Source: an optimization exercise on an open RTL-to-GDS flow (aim: small area). Production flows keep margins and buffers that such runs may drop.
Only simulation tests tie the RTL to the original design; equivalence was not proved.
Power figures rest on the tool's default switching activity, not on a simulated workload. The clock port is modelled as an ideal driver; clocking choices that lean on that would not hold on a real chip.

==> inputs of run a <==
Design top, start of the top module:
module top(
  input clk,
  input [7:0] sig,
  output signed [7:0] out_1M, out_3M
);
export LEC_CHECK = 0
export ABC_AREA = 1
export CAP_MARGIN = 0
export CORE_MARGIN = 2
export CORE_UTILIZATION = 60
export GPL_TIMING_DRIVEN = 0
export PLACE_DENSITY = 0.7
export SLEW_MARGIN = 0
export SYNTH_HIERARCHICAL = 1
export SYNTH_MEMORY_MAX_BITS = 65536
create_clock -name core_clock -period 10.0 [get_ports {clk}]
standard.sh (not shown) runs the stock make flow with config.mk's settings and CLKGATE_MAP_FILE= SYNTH_SCRIPT=/design/flow/synth_recipe.tcl, a recipe that flattens the netlist after the stock synthesis.
==> flow/flow/run.sh <==
#!/bin/bash
# The standard flow, with a clock tree built without dummy loads and
# the smallest buffer on each port.
bash standard.sh CTS_ARGS="-sink_clustering_enable -repair_clock_nets -sink_clustering_size 36 -sink_clustering_max_diameter 80 -buf_list sky130_fd_sc_hd__clkbuf_16 -dont_use_dummy_load" BUFFER_PORTS_ARGS="-buffer_cell sky130_fd_sc_hd__buf_1" finish > standard.log 2>&1
==> inputs of run b, as changes to run a <==
- CAP_MARGIN: 0 -> 20
- CORE_UTILIZATION: 60 -> 85
- PLACE_DENSITY: 0.7 -> 0.9
- SLEW_MARGIN: 0 -> 20
==> run summary <==
Run a went through all stages and came out clean. Run b never finished: it broke off in detailed placement (3_5_place_dp). Synthesized area is the same in run a and run b. Synthesized cell count is the same in run b and run a.

==> delta: inputs <==
Starting RTL as in the previous note.
// top
module top(
  input clk,
  input [7:0] sig,
  output signed [7:0] out_1M, out_3M
);
  reg [478:0] x3;   
  reg [545:0] x4;   
  reg [946:0] x5;   
  reg [952:0] x6;   
  reg [958:0] x7;   
  reg [451:0] sl;   
  wire [9:0] wb_i;
  reg [4:0] wb_c;   
  reg [1:0] wb_m3;
  reg [2:0] wb_m4;
  reg [2:0] wb_m5;
  reg [3:0] wb_m6;
  reg [4:0] wb_m7;
  wire [16:0] wb;
  reg [9:0] cnt;   
  reg [10:0] bh;    
  reg [10:0] accb;  
  wire [9:0] wl_i;
  reg [3:0] wl_c;   
  reg [1:0] wl_m5;
  reg [2:0] wl_m6;
  reg [3:0] wl_m7;
  wire [8:0] wl;
  reg [7:0] la, lb, lc, ls;   
  reg [7:0] accl;   
  reg [6:0] ws, accw;   
  assign wb_i = cnt < 10'd303 ? cnt : 10'd604 - cnt;
  always @* begin
    case (wb_i)
      0: wb_c = 17;
      1: wb_c = 17;
      2: wb_c = 17;
      3: wb_c = 17;
      4: wb_c = 17;
      16: wb_c = 1;
      17: wb_c = 1;
      18: wb_c = 1;
      19: wb_c = 1;
      20: wb_c = 1;
      21: wb_c = 1;
      22: wb_c = 1;
      32: wb_c = 17;
      33: wb_c = 17;
      34: wb_c = 17;
      35: wb_c = 17;
      36: wb_c = 17;
      37: wb_c = 17;
      38: wb_c = 17;
      39: wb_c = 17;
      48: wb_c = 1;
      49: wb_c = 1;
      50: wb_c = 1;
      51: wb_c = 1;
      52: wb_c = 1;
      53: wb_c = 1;
      54: wb_c = 1;
      55: wb_c = 1;
      56: wb_c = 1;
      65: wb_c = 17;
      66: wb_c = 17;
      67: wb_c = 17;
      68: wb_c = 17;
      69: wb_c = 17;
      70: wb_c = 17;
      71: wb_c = 17;
      72: wb_c = 17;
      73: wb_c = 17;
      82: wb_c = 1;
      83: wb_c = 1;
      84: wb_c = 1;
      85: wb_c = 1;
      86: wb_c = 1;
      87: wb_c = 1;
      88: wb_c = 1;
      148: wb_c = 17;
      149: wb_c = 17;
      150: wb_c = 17;
      151: wb_c = 17;
      152: wb_c = 17;
      153: wb_c = 17;
      154: wb_c = 17;
      155: wb_c = 17;
      156: wb_c = 17;
      157: wb_c = 17;
      163: wb_c = 1;
      164: wb_c = 1;
      165: wb_c = 2;
      166: wb_c = 2;
      167: wb_c = 2;
      168: wb_c = 3;
      169: wb_c = 3;
      170: wb_c = 3;
      171: wb_c = 3;
      172: wb_c = 2;
      173: wb_c = 2;
      174: wb_c = 1;
      175: wb_c = 1;
      179: wb_c = 17;
  ...
clock: 10.0 ns
lec_check: 0
abc_area: 1
cap_margin: 20
core_margin: 2
core_utilization: 60
gpl_timing_driven: 0
place_density: 0.7
slew_margin: 20
synth_hierarchical: 1
synth_memory_max_bits: 65536
Scripts as last shown in full above: flow/flow/run.sh
==> lagoon: changes against delta <==
- CORE_UTILIZATION: 60 -> 75
- PLACE_DENSITY: 0.7 -> 0.8
==> onyx: changes against delta <==
==> flow/flow/run.sh (replaced) <==
#!/bin/bash
# The standard flow, with a clock tree built without dummy loads and
# the smallest buffer on each port.
bash standard.sh CTS_ARGS="-sink_clustering_enable -repair_clock_nets -sink_clustering_size 36 -sink_clustering_max_diameter 60 -buf_list sky130_fd_sc_hd__clkbuf_16 -dont_use_dummy_load" BUFFER_PORTS_ARGS="-buffer_cell sky130_fd_sc_hd__buf_1" finish > standard.log 2>&1
==> tundra: changes against delta <==
==> flow/flow/run.sh (replaced) <==
#!/bin/bash
# The standard flow, with a clock tree built without dummy loads and
# the smallest buffer on each port.
bash standard.sh CTS_ARGS="-sink_clustering_enable -repair_clock_nets -sink_clustering_size 20 -sink_clustering_max_diameter 60 -buf_list sky130_fd_sc_hd__clkbuf_8 -dont_use_dummy_load" BUFFER_PORTS_ARGS="-buffer_cell sky130_fd_sc_hd__buf_1" finish > standard.log 2>&1
==> results.cfg <==
[status]
status = no timing/DRC/antenna violations

[global_routing]
grt_pass1_vias = 38518

[clock_network]
cts_setup_buffers = 0

[sta]
whs_ns = 0.256

[die]
coreArea_um2 = 173000

[pwr]
clkPwrFrac_pct = 28.9

[worst_setup_path]
cp-start-kind = register

[routing]
met3_length_um = 4830
the above is filed under tundra

==> results.cfg <==
[place]
io_buffers = 21
post-dp-hpwl_um = 109000

[die]
io_pins = 25
die_h_um = 377

[synth]
synthTopCellsByCount = 4414 x dfxtp_1, 539 x fa_1, 213 x inv_1, 189 x nand2_1, 116 x ha_1
synthTopCellsByArea = dfxtp_1 85%, fa_1 10%, ha_1 1.4%, inv_1 0.76%, nand2_1 0.68%
yosysMostFrequentCell = dfxtp_1
synthArstFlopShare_pct = 0

[status]
status = stopped before the end
lastStage = detailed placement
firstError = [ERROR DPL-0033] detailed placement checks failed during check placement.
the above is filed under lagoon

==> results.cfg <==
[clock_network]
cts_setup_buffers = 0

[worst_setup_path]
cp-start-kind = register

[die]
coreArea_um2 = 173000

[place]
place_congestion = 0.817

[sta]
whs_ns = 0.252

[status]
status = no timing/DRC/antenna violations

[global_routing]
grt_pass1_vias = 37686
the above is filed under onyx

==> results.cfg <==
[pwr]
seq-power_mw = 17.7
p_switching_mw = 4.65

[worst_setup_path]
ff2ff_path_depth = 24
cp-start-kind = register

[place]
dp_slack_ns = -0.117

[status]
status = no timing/DRC/antenna violations

[clock_network]
cts_setup_buffers = 0

[global_routing]
grt_pass1_vias = 37515

[sta]
whs_ns = 0.233

[routing]
met3_length_um = 3860
the above is filed under delta


==> v13: inputs <==
top again, from the RTL that the note above started with.
export LEC_CHECK = 0
export ABC_AREA = 1
export CAP_MARGIN = 10
export CORE_MARGIN = 2
export CORE_UTILIZATION = 60
export GPL_TIMING_DRIVEN = 0
export PLACE_DENSITY = 0.7
export SLEW_MARGIN = 10
export SYNTH_HIERARCHICAL = 1
export SYNTH_MEMORY_MAX_BITS = 65536
create_clock -name core_clock -period 10.0 [get_ports {clk}]
==> flow/flow/run.sh <==
#!/bin/bash
# The standard flow, with a clock tree built without dummy loads and
# the smallest buffer on each port.
bash standard.sh CTS_ARGS="-sink_clustering_enable -repair_clock_nets -sink_clustering_size 36 -sink_clustering_max_diameter 80 -buf_list sky130_fd_sc_hd__clkbuf_16 -dont_use_dummy_load" BUFFER_PORTS_ARGS="-buffer_cell sky130_fd_sc_hd__buf_1" finish > standard.log 2>&1
==> v19 (differences from v13) <==
==> flow/flow/run.sh (replaced) <==
#!/bin/bash
# The standard flow, with a clock tree built without dummy loads and
# the smallest buffer on each port.
bash standard.sh CTS_ARGS="-sink_clustering_enable -repair_clock_nets -sink_clustering_size 32 -sink_clustering_max_diameter 100 -buf_list sky130_fd_sc_hd__clkbuf_16 -dont_use_dummy_load" BUFFER_PORTS_ARGS="-buffer_cell sky130_fd_sc_hd__buf_1" finish > standard.log 2>&1
Settings changed: CAP_MARGIN 10 to 20, SLEW_MARGIN 10 to 20.
==> run summary <==
- Of v19 and v13, v19 has the higher global-route usage (gap 0.057 points).
- Between v19 and v13, the lower worst setup slack is in v13 (gap 0.025 ns).
- In final cell count, v13 and v19 hardly differ.
- Of v13 and v19, v19 has the higher clock power (gap about 2%, measured against v19).
- In v13 the utilization is lower than in v19, by 0.10 points.
- In v19 the maximum frequency is higher than in v13, by 0.26%.
- In v13 the total power is smaller than in v19, by 0.61%.
==> figures <==
metric	v13	v19
Finished Layout Cells	8339	8346
Number of global-route vias before repair	37520	37570
Power density over cell area	225.7 nW/um^2	226.7 nW/um^2
Max-slew headroom	56.94%	57.10%
Via-per-instance ratio	4.305	4.315
GR Util All Layers	14.71%	14.77%
Via count	35900	36010
Run status	no timing/DRC/antenna violations	no timing/DRC/antenna violations
Highest achievable clock rate	0.1059 GHz	0.1062 GHz
Fraction of area in multi-input gates	13.33%	13.31%
Met1 track demand over resource	22.43%	22.48%
Fraction of final layout cells with drive strength greater than 1	3.909%	4.021%
Part of the power in registers	70.5%	70.1%
Cell leakage power	46.38 nW	46.47 nW
Global-route wire length before repair	204.9 mm	205.5 mm

==> run R: inputs <==
top again, from the RTL that the note above started with.
export LEC_CHECK = 0
export ABC_AREA = 1
export CAP_MARGIN = 20
export CORE_MARGIN = 2
export CORE_UTILIZATION = 60
export GPL_TIMING_DRIVEN = 0
export PLACE_DENSITY = 0.7
export SLEW_MARGIN = 20
export SYNTH_HIERARCHICAL = 1
export SYNTH_MEMORY_MAX_BITS = 65536
create_clock -name core_clock -period 10.0 [get_ports {clk}]
==> flow/flow/run.sh <==
#!/bin/bash
# The standard flow, with a clock tree built without dummy loads and
# the smallest buffer on each port.
bash standard.sh CTS_ARGS="-sink_clustering_enable -repair_clock_nets -sink_clustering_size 10 -sink_clustering_max_diameter 40 -buf_list sky130_fd_sc_hd__clkbuf_4 -dont_use_dummy_load" BUFFER_PORTS_ARGS="-buffer_cell sky130_fd_sc_hd__buf_1" finish > standard.log 2>&1
==> run Y (differences from run R) <==
==> flow/flow/run.sh (replaced) <==
#!/bin/bash
# The standard flow, with a clock tree built without dummy loads and
# the smallest buffer on each port.
bash standard.sh CTS_ARGS="-sink_clustering_enable -repair_clock_nets -sink_clustering_size 36 -sink_clustering_max_diameter 80 -sink_clustering_buffer sky130_fd_sc_hd__clkbuf_16 -buf_list {sky130_fd_sc_hd__clkbuf_8 sky130_fd_sc_hd__clkbuf_16} -dont_use_dummy_load" BUFFER_PORTS_ARGS="-buffer_cell sky130_fd_sc_hd__buf_1" finish > standard.log 2>&1
==> run F (differences from run R) <==
==> flow/run.sh (new file) <==
#!/bin/bash
# synth_recipe.tcl (not shown) runs the flow's synth.tcl, then flattens the netlist and writes it again
# the make line also repeats each setting of config.mk as NAME=value (left out here)
make -C /OpenROAD-flow-scripts/flow DESIGN_CONFIG=/design/flow/config.mk WORK_HOME=/design/flow/orfs CLKGATE_MAP_FILE= SYNTH_SCRIPT=/design/flow/synth_recipe.tcl finish
--- a/flow/config.mk
+++ b/flow/config.mk
@@ -9,6 +9,9 @@
 export CAP_MARGIN = 20
 export CORE_MARGIN = 2
 export CORE_UTILIZATION = 60
+export CTS_BUF_LIST = sky130_fd_sc_hd__clkbuf_8
+export CTS_CLUSTER_DIAMETER = 60
+export CTS_CLUSTER_SIZE = 20
 export GPL_TIMING_DRIVEN = 0
 export PLACE_DENSITY = 0.7
 export SLEW_MARGIN = 20
removed: flow/flow/run.sh
removed: flow/standard.sh
==> run summary <==
First-iteration DRC count: run R < run F < run Y. Sequential share of layout area, lowest first: run F, run R, run Y. The lowest cell area belongs to run Y, the highest to run F. The highest critical path depth belongs to run R, the lowest to run Y. Between run Y and run F, the lower register-to-register slack is in run Y (gap 210 ps). Run F went through all stages and came out clean. Run Y completed without violations. Run R ran to the end with no violations. Global-route usage: run R > run F > run Y.

## re-timing with driven ports
Ports are ideal in the flow. The routed layouts listed here were re-timed in OpenROAD.
Step 1, drivers: a clkbuf_16 drives clk and a buf_2 each remaining input, both assumed.
Step 2 adds t to the input delays and takes it off the output delays; t is the mean of the earliest and latest rising clock arrival at the registers after step 1. Input paths then give back, and output paths get back, about the clock's delay inside the block.
Slacks: no drivers / after step 1 / after step 2; pairs: no drivers / after step 1.
run | t, ns | setup slack, ns | clock arrival spread, ns | slew at the worst register clock pin (ns) | worst slew at a driven data input, ns
run a | 0.856 | 0.497 / 0.497 / 0.497 | 0.130 / 0.130 | 0.12 / 0.12 | 0.03
delta | 0.855 | 0.558 / 0.558 / 0.558 | 0.120 / 0.120 | 0.12 / 0.12 | 0.03
onyx | 0.857 | 0.529 / 0.529 / 0.529 | 0.127 / 0.127 | 0.12 / 0.12 | 0.03
tundra | 1.037 | 0.532 / 0.532 / 0.532 | 0.149 / 0.150 | 0.11 / 0.11 | 0.03
v13 | 0.855 | 0.558 / 0.558 / 0.558 | 0.120 / 0.120 | 0.12 / 0.12 | 0.03
v19 | 0.859 | 0.583 / 0.583 / 0.583 | 0.090 / 0.090 | 0.12 / 0.12 | 0.03
run R | 1.365 | 0.573 / 0.573 / 0.573 | 0.139 / 0.139 | 0.11 / 0.11 | 0.03
run Y | 0.855 | 0.558 / 0.558 / 0.558 | 0.120 / 0.120 | 0.12 / 0.12 | 0.03
run F | 1.071 | 0.767 / 0.767 / 0.767 | 0.098 / 0.097 | 0.12 / 0.12 | 0.03
After both steps setup and hold are still met in every run listed.
